This design comes from an exercise in tuning for small area on the open sky130 flow, not from production work. Only simulation tests tie the RTL to the original design; equivalence was not proved. No activity file was given, so power comes from the tool's default toggle rates.

purple:
## full_traffic_light
module full_traffic_light(
input clk_27,
input reset,
input de_bug,
input left_turn_request,
input [1:0]push_button,
output reg northbound_green, northbound_amber, northbound_red,
output reg southbound_green, southbound_amber, southbound_red,
output reg [1:0] southbound_arrow,
output reg eastbound_green, eastbound_amber, eastbound_red,
output reg westbound_green, westbound_amber, westbound_red,
output reg [4:0] NBnd_D, SBnd_D, EBnd_D, WBnd_D,
output [6:1] northbound, southbound, eastbound, westbound
);
Size: about 250 cells after synthesis, roughly 71 flip-flops, roughly 3000 um^2 of cells after synthesis.
export LEC_CHECK = 0
export CAP_MARGIN = 20
export CORE_MARGIN = 2
export CORE_UTILIZATION = 40
export SLEW_MARGIN = 20
create_clock -name core_clock -period 10.0 [get_ports {clk_27}]
standard.sh (not shown) runs the stock make flow with config.mk's settings and CLKGATE_MAP_FILE= SYNTH_SCRIPT=/design/flow/synth_recipe.tcl, a recipe that flattens the netlist after the stock synthesis.
==> flow/flow/run.sh <==
#!/bin/bash
# Standard layout, except:
#  - logic cells are set to their smallest drive strength after floorplan
#    (flow/downsize.tcl); later repair steps upsize where needed;
#  - the port buffers are the smallest buffer cell (buf_1);
#  - the clock tree uses small clock buffers and no dummy loads.
set -euo pipefail
export POST_FLOORPLAN_TCL="$(pwd)/flow/downsize.tcl"
export BUFFER_PORTS_ARGS="-buffer_cell sky130_fd_sc_hd__buf_1"
export CTS_ARGS="-sink_clustering_enable -repair_clock_nets -buf_list {sky130_fd_sc_hd__clkbuf_2 sky130_fd_sc_hd__clkbuf_4} -sink_clustering_size 30 -sink_clustering_max_diameter 100 -dont_use_dummy_load"
bash standard.sh > standard.log 2>&1
==> flow/flow/downsize.tcl <==
# Sourced after floorplan: every logic cell is set to the smallest drive
# strength of its own cell family (same function and pins).  Synthesis
# sizes for loads it cannot see; later resizing (repair_design,
# repair_timing) upsizes again where slew, capacitance or timing need it.
set db [ord::get_db]
set block [ord::get_db_block]
set dont_use $::env(DONT_USE_CELLS)
set families [dict create]
foreach lib [$db getLibs] {
  foreach m [$lib getMasters] {
    set n [$m getName]
    if {[lsearch -exact $dont_use $n] >= 0} { continue }
    if {![regexp {^(sky130_fd_sc_hd__[a-z0-9]+)_([0-9]+)$} $n -> fam drive]} { continue }
    set area [expr {[$m getWidth] * [$m getHeight]}]
    if {![dict exists $families $fam] || $area < [lindex [dict get $families $fam] 1]} {
      dict set families $fam [list $n $area]
    }
  }
}
set count 0
foreach inst [$block getInsts] {
  set m [$inst getMaster]
  set n [$m getName]
  if {![regexp {^(sky130_fd_sc_hd__[a-z0-9]+)_([0-9]+)$} $n -> fam drive]} { continue }
  # registers, clock cells, tie cells and physical cells keep their cell
  if {[regexp {__(df|dl|sdf|edf|clk|conb|tap|fill|decap|diode|probe|lpflow)} $n]} { continue }
  if {![dict exists $families $fam]} { continue }
  set best [lindex [dict get $families $fam] 0]
  set area [expr {[$m getWidth] * [$m getHeight]}]
  if {$best ne $n && [lindex [dict get $families $fam] 1] < $area} {
    replace_cell [$inst getName] $best
    incr count
  }
}
puts "downsize: $count cells set to their smallest drive strength"
purple finished end to end and its layout was clean on timing, DRC and antenna.
Input changes introduced in blue (baseline for comparison: purple):
==> flow/flow/run.sh <==
#!/bin/bash
# Standard layout, with the port buffers made from the smallest buffer cell
# and a clock tree of small clock buffers without dummy loads.
set -euo pipefail
export BUFFER_PORTS_ARGS="-buffer_cell sky130_fd_sc_hd__buf_1"
export CTS_ARGS="-sink_clustering_enable -repair_clock_nets -buf_list {sky130_fd_sc_hd__clkbuf_2 sky130_fd_sc_hd__clkbuf_4} -sink_clustering_size 30 -sink_clustering_max_diameter 100 -dont_use_dummy_load"
bash standard.sh > standard.log 2>&1
removed: flow/flow/downsize.tcl
## What came out
purple finished end to end and its layout was clean on timing, DRC and antenna.
blue was carried through to the last stage, and its layout satisfied the timing, DRC and antenna checks.
Changes observed in blue relative to purple: final area now sits at about the same level, sequential share of cell area now sits at about the same level.
Taking purple as the reference, in blue setup slack went up by 0.040 ns, worst hold margin lower.


full_traffic_light, a different RTL version from the one above (not shown whole).
Size: ~250 cells after synthesis, ~72 flip-flops.
make LEC_CHECK=0 CAP_MARGIN=20 CORE_MARGIN=2 CORE_UTILIZATION=40 SLEW_MARGIN=20 finish   # period 10.0 ns
run.sh (not shown) runs the stock make flow with config.mk's settings and CLKGATE_MAP_FILE= SYNTH_SCRIPT=/design/flow/synth_recipe.tcl, a recipe that flattens the netlist after the stock synthesis.
Stock flow here: none of the scripts above is used.
Edit:
==> flow/flow/run.sh (new file) <==
#!/bin/bash
# Standard layout, with the port buffers made from the smallest buffer cell
# and a clock tree of small clock buffers without dummy loads.
set -euo pipefail
export BUFFER_PORTS_ARGS="-buffer_cell sky130_fd_sc_hd__buf_1"
export CTS_ARGS="-sink_clustering_enable -repair_clock_nets -buf_list {sky130_fd_sc_hd__clkbuf_2 sky130_fd_sc_hd__clkbuf_4} -sink_clustering_size 30 -sink_clustering_max_diameter 100 -dont_use_dummy_load"
bash standard.sh > standard.log 2>&1
==> flow/standard.sh (new file) <==
#!/bin/bash
# synth_recipe.tcl (not shown) runs the flow's synth.tcl, then flattens the netlist and writes it again
# the make line also repeats each setting of config.mk as NAME=value (left out here)
make -C /OpenROAD-flow-scripts/flow DESIGN_CONFIG=/design/flow/config.mk WORK_HOME=/design/flow/orfs CLKGATE_MAP_FILE= SYNTH_SCRIPT=/design/flow/synth_recipe.tcl "${@:-finish}"
removed: flow/run.sh
Effect: The changed run went through all stages and came out clean; routed wire length came out lower by 6.8%; non-clock buffer count does not change; clock power is lower by 37%.
Edit:
==> flow/flow/run.sh (replaced) <==
#!/bin/bash
# Standard layout, with the port buffers made from the smallest buffer cell.
set -euo pipefail
export BUFFER_PORTS_ARGS="-buffer_cell sky130_fd_sc_hd__buf_1"
bash standard.sh > standard.log 2>&1
=> Design area came out higher by a few percent. Total power came out higher by a quarter to a third. Worst setup slack gets better by 0.080 ns. Utilization came out higher by 1.7 points. Clock power came out higher by well over a third. Hold slack gets better by 0.0034 ns.
Edit:
==> flow/flow/run.sh (replaced) <==
#!/bin/bash
# Standard layout, with the port buffers made from the smallest buffer cell
# and a clock tree of small clock buffers without dummy loads.
set -euo pipefail
export BUFFER_PORTS_ARGS="-buffer_cell sky130_fd_sc_hd__buf_1"
export CTS_ARGS="-sink_clustering_enable -repair_clock_nets -buf_list {sky130_fd_sc_hd__clkbuf_4 sky130_fd_sc_hd__clkbuf_8} -sink_clustering_size 50 -sink_clustering_max_diameter 200 -dont_use_dummy_load"
bash standard.sh > standard.log 2>&1
Effect: The new run went through all stages and came out clean; count of clock-buffer cells in the layout came out lower by 4; global-route usage hardly moves; total power came out lower by roughly a tenth; utilization came out lower by 0.93 points.

## afterwards: timing with drivers on the ports
No port has a modelled driver above. Below, the same layouts with a new extraction and two added sets of constraints. Step 1, drivers: a clkbuf_16 drives clk_27 and a buf_2 each remaining input, both assumed. Step 2 moves the port delays by t, midway between the first and last clock arrival at a register: inputs arrive t later, outputs are due t later. That takes back most of the time a late clock gives input paths. Three values: no drivers, after step 1, after step 2; two values: the first two.
run	t, ns	setup WS [ns]	pins driven straight from the clock port
purple	0.407	5.849 / 5.823 / 6.231	1
blue	0.413	5.889 / 5.865 / 6.279	1
the first run of note 2	0.356	5.244 / 5.217 / 5.573	1
the second run of note 2	0.412	5.688 / 5.661 / 6.073	1
the third run of note 2	0.364	5.767 / 5.736 / 6.100	1
the fourth run of note 2	0.359	5.767 / 5.735 / 6.095	1
After both steps setup and hold are still met in every run listed.
